Background: an optimization exercise with open tools, aiming at a short achievable clock period and few clock cycles. Do not read the settings as production practice. In this exercise RTL edits were held to simulation tests only and were not proved equivalent to the original.

## cpu
module cpu(
    input clk,
    input rst,
    input [31:0] instr,
    input [4:0] raddr,
    output [31:0] dm_addr,    
    output [31:0] dm_wdata,   
    output dm_we,             
    input [31:0] dm_rdata,    
    output [31:0] pc,
    output [31:0] odata
    );
    genvar g;
    reg [31:0] nseq, nseq4;           
    reg [31:0] ex_a0, ex_b0, ex_a1, ex_b1;
    reg [4:0]  ex_s0, ex_s1, ex_wd0, ex_wd1;
    reg        ex_wen0, ex_wen1;
    reg [11:0] ex_op0, ex_op1;        
    reg        ex_ld0, ex_ld1, ex_mul0, ex_mul1;
    reg        ex_cha, ex_chb, ex_chs;  
    reg [31:0] ex_mx, ex_my, ex_moff, ex_msd;
    reg        ex_mwe, ex_pv;
    reg [31:0] ex_cx, ex_coff;       
    reg        ex_cv, ex_csl;         
    reg [31:0] ex_csd;
    reg        ex_s2;
    reg        sb_v;
    reg [31:0] sb_addr, sb_data;
    reg [31:0] ex_mua, ex_mub;
    reg [31:0] ex_bra, ex_brb, ex_tgt, ex_tgt4;
    reg [31:0] ex_yad;                
    reg        ex_bj, ex_ds, ex_beq, ex_bne, ex_unc, ex_jr;
    reg        ex_late, ex_bcha, ex_bchb, ex_msl1;
    reg        ex_fuse;
    reg        lt_q;                  
    reg [31:0] lt_tgt, lt_tgt4;
    wire [31:0] prod;
    mul32 mul_i(.a(ex_mua), .b(ex_mub), .p(prod));
    wire [31:0] alu0, alu1, res0, res1;
    xalu alu0_i(
        .a(ex_a0), .b(ex_b0), .samt(ex_s0),
  ...
clock: 18.0 ns
lec_check: 0
cap_margin: 40
core_margin: 2
core_utilization: 30
setup_slack_margin: 0.5
slew_margin: 40
synth_hierarchical: 1
standard.sh (not shown) runs the stock make flow with config.mk's settings and CLKGATE_MAP_FILE= SYNTH_SCRIPT=/design/flow/synth_recipe.tcl, a recipe that flattens the netlist after the stock synthesis.
==> flow/flow/run.sh <==
#!/bin/bash
# The standard layout (standard.sh: the standard synthesis and the ORFS
# steps, unchanged), with two make variables added:
#  - the port buffers that ORFS puts on every input and output are plain
#    buffers instead of the delay cells it picks by default.
set -euo pipefail
bash standard.sh "BUFFER_PORTS_ARGS=-buffer_cell sky130_fd_sc_hd__buf_4" \
    SETUP_SLACK_MARGIN=10 finish > standard.log 2>&1
Testbench counts at the start, summed over its fixed seeds: cycles 88,198.
Change:
--- a/flow/design.v
+++ b/flow/design.v
@@ -1122,42 +1122,46 @@
     wire p_alive = ex_pv & ~(lt_q & ex_msl1);
     wire p_st = p_alive & ex_mwe;                 
     wire p_ld = (p_alive & ~ex_mwe) | cport;      
     wire s2   = ex_s2 & ~lt_q;                    
     wire sb_out = sb_v & ~p_ld;                   
     wire [31:0] laddr = cport ? caddr : paddr;
+    wire [11:0] lkey  = {laddr[18:16], laddr[10:2]};
+    wire [11:0] pkey  = {paddr[18:16], paddr[10:2]};
+    wire [11:0] ckey  = {caddr[18:16], caddr[10:2]};
+    wire [11:0] sbkey = {sb_addr[18:16], sb_addr[10:2]};
     assign dm_addr  = sb_out ? sb_addr : laddr;
     assign dm_wdata = sb_out ? sb_data : ex_msd;
     assign dm_we    = sb_out | (p_st & ~sb_v);
-    wire ldfw = sb_v & (laddr == sb_addr);
+    wire ldfw = sb_v & (lkey == sbkey);
     wire [31:0] pdata = ldfw ? sb_data : dm_rdata;
     wire sb_next = sb_v ? (p_ld | p_st) : (p_st & s2);
-    wire [64*56-1:0] dc_e;            
+    wire [64*38-1:0] dc_e;            
     reg  [63:0]      dc_v;
     wire dport = dm_we | p_ld;
     wire [31:0] dc_wd = dm_we ? dm_wdata : pdata;
     generate
         for (g = 0; g < 64; g = g + 1) begin : DC
-            reg [55:0] q;
+            reg [37:0] q;
             always @(posedge clk) begin
                 if (dport && dm_addr[7:2] == g)
-                    q <= {dm_addr[31:8], dc_wd};
+                    q <= {dm_addr[18:16], dm_addr[10:8], dc_wd};
             end
-            assign dc_e[56*g +: 56] = q;
+            assign dc_e[38*g +: 38] = q;
         end
     endgenerate
     always @(posedge clk or posedge rst) begin
         if (rst)
             dc_v <= 64'd0;
         else if (dport)
             dc_v[dm_addr[7:2]] <= 1'b1;
     end
-    wire [55:0] dce = dc_e[caddr[7:2]*56 +: 56];
-    wire dhit = dc_v[caddr[7:2]] & (dce[55:32] == caddr[31:8]);
-    wire fwdst = ex_csl & (caddr == paddr);
-    wire fwdsb = sb_v & (caddr == sb_addr);
+    wire [37:0] dce = dc_e[caddr[7:2]*38 +: 38];
+    wire dhit = dc_v[caddr[7:2]] & (dce[37:32] == {caddr[18:16], caddr[10:8]});
+    wire fwdst = ex_csl & (ckey == pkey);
+    wire fwdsb = sb_v & (ckey == sbkey);
     wire [31:0] cdata = fwdst ? ex_msd : fwdsb ? sb_data : dce[31:0];
     wire stall = ex_cv & ~lt_q & ~(fwdst | fwdsb | dhit);
     assign ld0data = (ex_cv & ~ex_csl & ~cport) ? cdata : pdata;
     assign ld1data = (ex_cv & ex_csl) ? cdata : pdata;
     always @(posedge clk or posedge rst) begin
         if (rst) begin
- routed wire length decreases by 8.2%
- global-route usage came out higher by 0.33 points
- via count went down by 8.8%
- utilization rises by 0.15 points
- synthesized cell count is lower by 6.2%
- cell area drops by 9.0%
- flip-flop and latch count went down by 1152
- non-clock buffer count came out lower by 62
- worst hold slack loses 6.6 ps
- area after synthesis drops by 9.3%
Testbench counts after the change, summed over its fixed seeds: cycles 88,198.

-- static timing again, ports no longer ideal --
The results above use ideal ports. As a check the final layouts listed here were re-extracted and re-timed, cells and wires unchanged. Step 1 (the two cells are an assumption about what drives the block):
set clk [get_ports {clk}]
set_driving_cell -lib_cell sky130_fd_sc_hd__clkbuf_16 $clk
set_driving_cell -lib_cell sky130_fd_sc_hd__buf_2 [delete_from_list [all_inputs] $clk]
Step 2 also shifts input and output timing later by t, the mid clock arrival at the registers, as if the neighbouring blocks saw the same clock. Slacks: ideal / step 1 / step 2; pairs: ideal / step 1.
run | t, ns | setup WS [ns] | hold slack, ns | worst slew at a driven data input, ns | cell pins on the clock port's net
the first run | 1.487 | 9.061 / 8.733 / 7.936 | 0.460 / 0.460 / 0.460 | 1.01 | 1
the second run | 1.446 | 8.962 / 8.786 / 8.224 | 0.453 / 0.453 / 0.453 | 0.43 | 1
After both steps setup and hold are still met in every run listed. For the first run, which loses most, drivers alone change the setup slack by -0.328 ns; drivers and shift together by -1.125 ns.
